Source: an optimization exercise on an open RTL-to-GDS flow (aim: small area and a short achievable clock period). Production flows keep margins and buffers that such runs may drop. Only simulation tests tie the RTL to the original design; equivalence was not proved. Power is estimated from default activity; no workload was simulated.

$ cat config.mk
export PLATFORM = sky130hd
export DESIGN_NAME = top_fft
export DESIGN_NICKNAME = top_fft
export VERILOG_FILES = /design/flow/design.v
export SDC_FILE = /design/flow/constraint.sdc
export NUM_CORES = 4
export LEC_CHECK = 0
export CAP_MARGIN = 20
export CORE_MARGIN = 2
export CORE_UTILIZATION = 40
export SLEW_MARGIN = 20
$ cat constraint.sdc
create_clock -name core_clock -period 7.0 [get_ports {clk}]
set_input_delay 1.4000 -clock core_clock [delete_from_list [all_inputs] [get_ports {clk}]]
set_output_delay 1.4000 -clock core_clock [all_outputs]
set_load 0.01 [all_outputs]
$ cat design.v
module top_fft(
    input clk,
    input reset_p,
    input [23:0] fft_input,
    output [23:0] fft_output
);
    reg [3:0] cnt;
    wire in_m_s0, in_m_s1, in_m_s2;
    wire [2:0] index_0;
    reg [2:0] index_1, index_2; 
    assign index_0 = cnt[2:0];
    assign in_m_s0 = cnt[3];
    always @( posedge clk) begin
        if (reset_p) begin
            cnt <= 4'b1111;
        end
        else begin
            cnt <= cnt + 1;
        end
    end
    wire [23:0] w_first_reg_1, w_first_butterfly_0, w_first_butterfly_1, 
    w_first_reg_8, w_first_twiddle_value, w_first_2_second_output;
    reg1    first_stage_reg1(       .clk(clk),
                                    .reset_p(reset_p),
                                    .fft_input(fft_input),
                                    .fft_output_1clk(w_first_reg_1));       
    reg8    first_stage_reg8(       .clk(clk),
                                    .reset_p(reset_p),
                                    .fft_input(in_m_s0 ? w_first_butterfly_1 : w_first_reg_1 ),  
                                    .fft_output_8clk(w_first_reg_8));  
    Butterfly first_stage_butterfly(        .fft_input_A(w_first_reg_8 ),       
                                            .fft_input_B(w_first_reg_1),       
                                            .fft_output_0(w_first_butterfly_0),     
                                            .fft_output_1(w_first_butterfly_1));
    twiddle_factor first_stage_twiddle(     .fft_input(w_first_reg_8),
                                            .twiddle_factor_value(w_first_twiddle_value),                  
                                            .fft_output(w_first_2_second_output)  );         
    twiddle_w_value first_stage_w_value(    .index(index_0),     
                                            .W_value(w_first_twiddle_value));      
    wire [23:0] w_second_reg_1, w_second_butterfly_0, w_second_butterfly_1, w_second_reg_4, w_second_twiddle_value, w_second_2_third_output;
    assign in_m_s1 = (cnt == 4'd1) | (cnt == 4'd2) | (cnt == 4'd3) | (cnt == 4'd4) | (cnt == 4'd9) | (cnt == 4'd10) | (cnt == 4'd11) | (cnt == 4'd12); 
    reg1    second_stage_reg1(       .clk(clk),
                                    .reset_p(reset_p),
                                    .fft_input(in_m_s0 ? w_first_butterfly_0 : w_first_2_second_output ),
                                    .fft_output_1clk(w_second_reg_1));       
    reg4    second_stage_reg4(       .clk(clk),
                                    .reset_p(reset_p),
                                    .fft_input(in_m_s1 ? w_second_reg_1 : w_second_butterfly_1 ),  
                                    .fft_output_4clk(w_second_reg_4));  
    Butterfly second_stage_butterfly(        .fft_input_A(w_second_reg_4 ),       
                                            .fft_input_B(w_second_reg_1),       
                                            .fft_output_0(w_second_butterfly_0),     
                                            .fft_output_1(w_second_butterfly_1));
    twiddle_factor second_stage_twiddle(    .fft_input(w_second_reg_4),
                                            .twiddle_factor_value(w_second_twiddle_value),                  
                                            .fft_output(w_second_2_third_output)  );         
    twiddle_w_value second_stage_w_value(    .index(index_1),     
                                             .W_value(w_second_twiddle_value));      
    wire [23:0] w_third_reg_1, w_third_butterfly_0, w_third_butterfly_1, w_third_reg_2, w_third_twiddle_value, w_third_2_fourth_output;
    assign in_m_s2 = (cnt == 4'd2) | (cnt == 4'd3) | (cnt == 4'd6) | (cnt == 4'd7) | (cnt == 4'd10) | (cnt == 4'd11) | (cnt == 4'd14) | (cnt == 4'd15);
    reg1    third_stage_reg1(       .clk(clk),
                                    .reset_p(reset_p),
                                    .fft_input(in_m_s1 ? w_second_2_third_output : w_second_butterfly_0 ),
                                    .fft_output_1clk(w_third_reg_1));       
    reg2    third_stage_reg2(       .clk(clk),
                                    .reset_p(reset_p),
                                    .fft_input(in_m_s2 ? w_third_reg_1 : w_third_butterfly_1),  
                                    .fft_output_2clk(w_third_reg_2));  
    Butterfly third_stage_butterfly(        .fft_input_A(w_third_reg_2 ),       
                                            .fft_input_B(w_third_reg_1),       
                                            .fft_output_0(w_third_butterfly_0),     
                                            .fft_output_1(w_third_butterfly_1));
    twiddle_factor third_stage_twiddle(     .fft_input(w_third_reg_2),
                                            .twiddle_factor_value(w_third_twiddle_value),                  
                                            .fft_output(w_third_2_fourth_output)  );         
    twiddle_w_value third_stage_w_value(    .index(index_2),     
                                            .W_value(w_third_twiddle_value));      
    wire [23:0] w_fourth_reg_1_0, w_fourth_butterfly_0, w_fourth_butterfly_1, w_fourth_reg_1_1;
    assign in_m_s3 = (cnt == 4'd1) | (cnt == 4'd3) | (cnt == 4'd5) | (cnt == 4'd7) | (cnt == 4'd9) | (cnt == 4'd11) | (cnt == 4'd13) | (cnt == 4'd15);
    reg1    fourth_stage_reg1(      .clk(clk),
                                    .reset_p(reset_p),
                                    .fft_input(in_m_s2 ? w_third_2_fourth_output : w_third_butterfly_0  ),
                                    .fft_output_1clk(w_fourth_reg_1_0));       
    reg1    fourth_stage_reg1_1(    .clk(clk),
                                    .reset_p(reset_p),
                                    .fft_input(in_m_s3 ? w_fourth_reg_1_0: w_fourth_butterfly_1),  
                                    .fft_output_1clk(w_fourth_reg_1_1));  
    Butterfly fourth_stage_butterfly(        .fft_input_A(w_fourth_reg_1_1 ),       
                                            .fft_input_B(w_fourth_reg_1_0),       
                                            .fft_output_0(w_fourth_butterfly_0),     
                                            .fft_output_1(w_fourth_butterfly_1));
    wire [23:0] w_fft_output;
    assign w_fft_output = in_m_s3 ? w_fourth_reg_1_1 : w_fourth_butterfly_0;
    reg1   output_reg1(         .clk(clk),
                                .reset_p(reset_p),
                                .fft_input(w_fft_output),
                                .fft_output_1clk(fft_output));       
    always @ (posedge clk) begin
        if(reset_p) begin
            index_1 <= 3'b000;
        end
        else begin
            case (cnt)
                0: begin
                    index_1 <= 3'b000;
                end
                1: begin
                    index_1 <= 3'b010;
                end 
                2: begin
                    index_1 <= 3'b100;
                end
                3: begin
                    index_1 <= 3'b110;
                end
                8: begin
                    index_1 <= 3'b000;
                end
                9: begin
                    index_1 <= 3'b010;
                end
                10: begin
                    index_1 <= 3'b100;
                end
                11: begin
                    index_1 <= 3'b110;
                end
                default: ;
            endcase
        end
    end
    always @(posedge clk) begin
        if (reset_p) begin
            index_2 = 0;
        end
        else begin
            case (cnt)
                1: begin
                    index_2 <= 000;
                end
                2: begin
                    index_2 <= 100;
                end
                5: begin
                    index_2 <= 000;
                end 
                6: begin
                    index_2 <= 100;
                end
                9: begin
                    index_2 <= 000;
                end
                10: begin
                    index_2 <= 100;
                end
                13: begin
                    index_2 <= 000;
                end
                14: begin
                    index_2 <= 100;
                end
                default: ;
            endcase
        end
    end
endmodule
module reg8(
    input clk,
    input reset_p,
    input [23:0] fft_input,
    output reg [23:0] fft_output_8clk);
    reg [23:0] fft_reg [6:0];
    always @ (posedge clk) begin
        if (reset_p) begin
            fft_reg[0] <= 0;
            fft_reg[1] <= 0;
            fft_reg[2] <= 0;
            fft_reg[3] <= 0;
            fft_reg[4] <= 0;
            fft_reg[5] <= 0;
            fft_reg[6] <= 0;
            fft_output_8clk <= 0;
        end
        else begin
            fft_reg[0] <= fft_input;
            fft_reg[1] <= fft_reg[0];
            fft_reg[2] <= fft_reg[1];
            fft_reg[3] <= fft_reg[2];
            fft_reg[4] <= fft_reg[3];
            fft_reg[5] <= fft_reg[4];
            fft_reg[6] <= fft_reg[5];
            fft_output_8clk <= fft_reg[6];
        end
    end
endmodule
module reg4(
    input clk,
    input reset_p,
    input [23:0] fft_input,
    output reg [23:0] fft_output_4clk);
    reg [23:0] fft_reg [2:0];
    always @ (posedge clk) begin
        if (reset_p) begin
            fft_reg[0] <= 0;
            fft_reg[1] <= 0;
            fft_reg[2] <= 0;
            fft_output_4clk <= 0;
        end
        else begin
            fft_reg[0] <= fft_input;
            fft_reg[1] <= fft_reg[0];
            fft_reg[2] <= fft_reg[1];
            fft_output_4clk <= fft_reg[2];
        end
    end
endmodule
module reg2(
    input clk,
    input reset_p,
    input [23:0] fft_input,
    output reg [23:0] fft_output_2clk);
    reg [23:0] fft_reg;
    always @ (posedge clk) begin
        if (reset_p) begin
            fft_reg <= 0;
            fft_output_2clk <= 0;
        end
        else begin
            fft_reg <= fft_input;
            fft_output_2clk <= fft_reg;
        end
    end
endmodule
module reg1(
    input clk,
    input reset_p,
    input [23:0] fft_input,
    output reg [23:0] fft_output_1clk);
    always @ (posedge clk) begin
        if (reset_p) begin
            fft_output_1clk <= 0;
        end
        else begin
            fft_output_1clk <= fft_input;
        end
    end
endmodule
module Butterfly(
    input [23:0] fft_input_A,        
    input [23:0] fft_input_B,        
    output [23:0] fft_output_0,      
    output [23:0] fft_output_1
);
    wire signed [11:0] fft_input_A_r, fft_input_A_i, fft_input_B_r, fft_input_B_i;               
    wire signed [12:0] fft_input_x_0_r, fft_input_x_0_i, fft_input_x_1_r, fft_input_x_1_i;       
    assign fft_input_A_r = fft_input_A[23:12];       
    assign fft_input_A_i = fft_input_A[11:0];        
    assign fft_input_B_r = fft_input_B[23:12];       
    assign fft_input_B_i = fft_input_B[11:0];        
    assign fft_input_x_0_r = fft_input_A_r + fft_input_B_r;
    assign fft_input_x_0_i = fft_input_A_i + fft_input_B_i;
    assign fft_input_x_1_r = fft_input_A_r - fft_input_B_r;
    assign fft_input_x_1_i = fft_input_A_i - fft_input_B_i;
    assign fft_output_0 = {fft_input_x_0_r[12:1], fft_input_x_0_i[12:1]};    
    assign fft_output_1 = {fft_input_x_1_r[12:1], fft_input_x_1_i[12:1]};
endmodule
module twiddle_factor(
    input [23:0] fft_input,
    input [23:0] twiddle_factor_value,   
    output [23:0] fft_output   
);       
    wire signed [11:0] fft_input_r, fft_input_i, twiddle_factor_value_r, twiddle_factor_value_i;
    wire signed [21:0] fft_output_r, fft_output_i;           
    assign fft_input_r = fft_input[23:12];
    assign fft_input_i = fft_input[11:0];
    assign twiddle_factor_value_r = twiddle_factor_value[23:12];
    assign twiddle_factor_value_i = twiddle_factor_value[11:0];
    assign fft_output_r = fft_input_r * twiddle_factor_value_r - fft_input_i * twiddle_factor_value_i;
    assign fft_output_i = fft_input_r * twiddle_factor_value_i + fft_input_i * twiddle_factor_value_r;
    assign fft_output = {fft_output_r[21:10], fft_output_i[21:10]};
endmodule
module twiddle_w_value(
    input [2:0] index,
    output reg [23:0]  W_value
);  
always @ (*) begin
    case (index)
    3'b000 : begin
        W_value <= 24'h400000;           
    end
    3'b001 : begin
        W_value <= 24'h3B2E78;           
    end
    3'b010 : begin
        W_value <= 24'h2D4D2C;           
    end
    3'b011 : begin
        W_value <= 24'h188C4E;           
    end
    3'b100 : begin
        W_value <= 24'h000C00;           
    end
    3'b101 : begin
        W_value <= 24'hE78C4E;           
    end
    3'b110 : begin
        W_value <= 24'hD2CD2C;           
    end
    3'b111 : begin
        W_value <= 24'hC4EE78;           
    end
    endcase
end
endmodule
$ cat run.sh
#!/bin/bash
# synth_recipe.tcl (not shown) runs the flow's synth.tcl, then flattens the netlist and writes it again
# the make line also repeats each setting of config.mk as NAME=value (left out here)
make -C /OpenROAD-flow-scripts/flow DESIGN_CONFIG=/design/flow/config.mk WORK_HOME=/design/flow/orfs CLKGATE_MAP_FILE= SYNTH_SCRIPT=/design/flow/synth_recipe.tcl finish
==> results.txt <==
-- power groups by stage --
| stage | logic (mW) | clock network, mW | registers, mW |
|---|---|---|---|
| floorplan | 6.67 | 0 | 3.68 |
| CTS | 9.38 | 3.23 | 3.83 |
| global placement | 9.20 | 0 | 3.88 |
| finish | 9.46 | 3.15 | 3.84 |
| detailed placement | 9.31 | 0 | 3.89 |
| global route | 10.6 | 3.35 | 3.89 |
-- worst max-delay path: cells and delay by family (launching register included) --
family          cells  cell delay, ns
flops               1            0.54
simple gates        2            0.17
fa+ha+maj           8            3.92
buf+inv             6            0.72
compound gates      7            1.23
-- cell families after synthesis --
| logic type | Yosys count | synth area share (%) |
|---|---|---|
| adders and majority gates | 1609 | 45.22 |
| AOI/OAI and AO/OA | 686 | 7.764 |
| xor gates and xnor gates | 258 | 3.853 |
| and+or+nand+nor | 1644 | 14.91 |
| muxes | 17 | 0.2944 |
| buffers and inverters | 1638 | 10.51 |
| DFF | 511 | 17.44 |
-- cell type report --
| class | instances | share of cell area, % |
|---|---|---|
| Clock buffer | 67 | 2.336 |
| Clock inverter | 34 | 0.7255 |
| Sequential cell | 511 | 15.93 |
| Antenna cell | 4 | 0.01556 |
| Multi-Input combinational cell | 4214 | 65.77 |
| Tap cell | 1917 | 3.729 |
| Inverter | 1405 | 8.198 |
| Timing Repair Buffer | 259 | 3.299 |
-- per-layer routing --
metal  share of wire, %  up-vias  wire, um  GRT usage (%)
met5                  0        -         0              0
met2                 44     1008     69060          33.16
met4                4.9        0      7746          9.305
met1                 45    20360     70960          29.56
met3                5.7      261      8866          3.243
li1                   -    19820         -              -
-- synth_stat cells, types with 8 or more instances --
cell type,instances
inv_1,1404
fa_1,851
ha_1,758
dfxtp_1,511
nor2b_1,373
and2_1,361
nand2_1,351
nor2_1,243
xnor2_1,204
a21oi_1,200
clkbuf_1,193
o21ai_0,130
nor3_1,80
a211oi_1,59
nand3_1,56
nand2b_1,54
xor2_1,54
o21bai_1,36
a31oi_1,29
buf_1,27
and3_1,25
o21a_1,23
a21o_1,22
o31ai_1,20
or3_1,19
mux2i_1,15
nor3b_1,15
nor4b_1,15
o21ai_1,13
a2111oi_0,12
a311oi_1,10
buf_2,10
o22ai_1,10
a221oi_1,9
nand4_1,9
o211ai_1,9
a221o_1,8
o2111ai_1,8
o311ai_0,8
or2_2,8
-- stage by stage --
stage                     total power, mW  hold WS [ns]
final                               16.45        0.4137
after global routing                17.85        0.4385
after CTS                           16.44        0.4178
after detailed placement            13.20        0.4204
after global placement              13.08        0.4161
after floorplan                     10.35        0.4138
-- timing repair --
item | 4_1_cts | 5_1_grt
gates resized for setup | 0 | 18
setup buffers | 0 | 0
setup endpoints to repair | 0 | 10
-- worst paths after layout --
kind	startpoint	end	slack, ns	depth (start not counted)
setup reg to reg	first_stage_twiddle.twiddle_factor_value[11]	second_stage_reg1.fft_output_1clk[8]	0.31	23
hold / removal	second_stage_reg4.fft_reg[1][18]	second_stage_reg4.fft_reg[2][18]	0.41	1
setup / recovery	first_stage_twiddle.twiddle_factor_value[11]	second_stage_reg1.fft_output_1clk[8]	0.31	23
hold reg to reg	second_stage_reg4.fft_reg[1][18]	second_stage_reg4.fft_reg[2][18]	0.41	1
==> flow_metrics.tcl <==
set metrics [dict create \
    status "complete, no violations" \
    slew-limit-headroom_pct 21.08 \
    yosys.area.top_type "fa_1" \
    dieArea_um2 149700 \
    synth_top_area_share_pct 29.05 \
    synth_edf_count 0 \
    sw_frac_of_total_pct 44.31 \
    placed_area_um2 62310 \
    path_common_cell "fa_1" \
    internal_power_mw 9.160 \
    synth-async-reset-ratio_pct 0 \
    crit_type "flip-flop to flip-flop" \
    wl_um 156600 \
    final_cell_mix "1403 x inv_1, 850 x fa_1, 758 x ha_1, 496 x dfxtp_1, 373 x nor2b_1" \
    cp_slowest_cell "fa_1" \
    multiInputGateArea_um2 42310 \
    powerDensity_nw_per_um2 255.7 \
    drive_gt1_share_pct 5.670 \
    fin_ws_ns 0.3072 \
    tns_ns 0 \
    crit_chain "buf_4 -> nand2_1 -> fa_1 -> fa_1 -> inv_1 -> fa_1 -> fa_1 -> fa_1 -> fa_1 -> inv_1 -> fa_1 -> inv_1 -> ha_1 -> o21ai_0 -> a211oi_1 -> o21ai_0 -> o21ai_1 -> buf_4 -> a21oi_1 -> buf_4 -> o21ai_1 -> nor3_1 -> a221o_1" \
    postSynthAreaPerCell_um2 9.217 \
    first_pass_iters 6 \
    die_height_um 386.9 \
    ff_latch_area_um2 10250 \
    tightestPinTransition_ns 1.179 \
    grt_overflow 0 \
    crit_arrival_ns 7.26 \
    synthesis.area_um2 58650 \
    clock_sinks 511 \
    slowest_delay_ns 0.61 \
    layoutNonFillerInstCount 8411 \
    grt_usage_pct 21.37 \
    largest_reg_flops 168 \
    via_per_inst 4.928 \
    grt_max_degree 182 \
    p_sw_mw 7.289 \
    max-vdd-ir-drop_mv 0.2569 \
    hold_buffers 0 \
    synth_seq_cells 511 \
    clk_pin_slew_ns 0.07 \
    timing.final.crit_share_pct 95.61 \
    rsz0062_at_grt "false" \
    min_period_ns 6.693 \
    fill_cells 14230 \
    pre_cts_ws_ns 0.1848 \
    dieWidth_um 386.9 \
    hold_viol 0 \
    clkPwrFrac_pct 19.2 \
    required_ns 7.57 \
    htree_num_levels 2 \
    antenna_found_initial 1 \
    port_buffers 49 \
    grt_first_pass_wirelength_um 248800 \
    layout_commonest_cell "inv_1" \
    synthTopCellsByArea "fa_1 29%, dfxtp_1 17%, ha_1 16%" \
    critPathCaptureType "flip-flop" \
    synth_warnings 9 \
    hpwl_um 131000 \
    synth-seq-area-share_pct 17.44 \
    gp_congestion 0.9450 \
    yosysUniqueCellTypes 81 \
    p_seq_share_pct 23.3 \
    skew_ns 0.07873 \
    dp.cells 8306 \
    fin_nets 8082 \
    drc 0 \
    final_util_pct 44.19 \
    min_path_type "flip-flop to flip-flop" \
    numCtsBuffers 56 \
    fmax_ghz 0.1494 \
    crit_fanout 8 \
    grt_pass1_vias 43130 \
    detail-route-antenna-nets 0 \
    setup_viol_count_final 0 \
    crit_path_start_kind "flip-flop" \
    mappedNetlistNets 7998 \
    cts_buffer_depth 3 \
    vias 41450 \
    fin_area_um2 64330 \
    start_util_pct 40.29 \
    cts_tree "built" \
    rows 140 \
    drt_iter0_drc 2682 \
    cap_violations 0 \
    combPwrFrac_pct 57.5 \
    synthFlopType "dfxtp_1" \
    core_um2 145600 \
    synth_cells 6363 \
    final_max_slew_viol_count 0 \
    wl_per_cell_um 18.62 \
    p_leak_nw 32.10 \
    area_growth_pct 9.688 \
    cts-root-buf "clkbuf_16" \
    io_pins 50 \
    worstSkewPairLatency_ns 0.70 \
]

[static timing again, ports no longer ideal]
The results above use ideal ports. As a check the final layout listed here was re-extracted and re-timed, cells and wires unchanged.
Step 1 assumes that a clkbuf_16 drives the clock port and a buf_2 every other input.
Step 2 times the ports against the registers' clock, not the clock port: input delays grow and output delays shrink by t, the midpoint of the rising clock arrivals with the driver on.
Slacks: ideal ports / drivers / drivers and shift; pairs: ideal ports / drivers.
shift t [ns]: 0.734
setup slack, ns: 0.307 / 0.307 / 0.307
clock arrival spread, ns: 0.082 / 0.083
After both steps this run still meets setup and hold. The setup slack of this run moves by 0.000 ns with the drivers and by 0.000 ns with both steps.
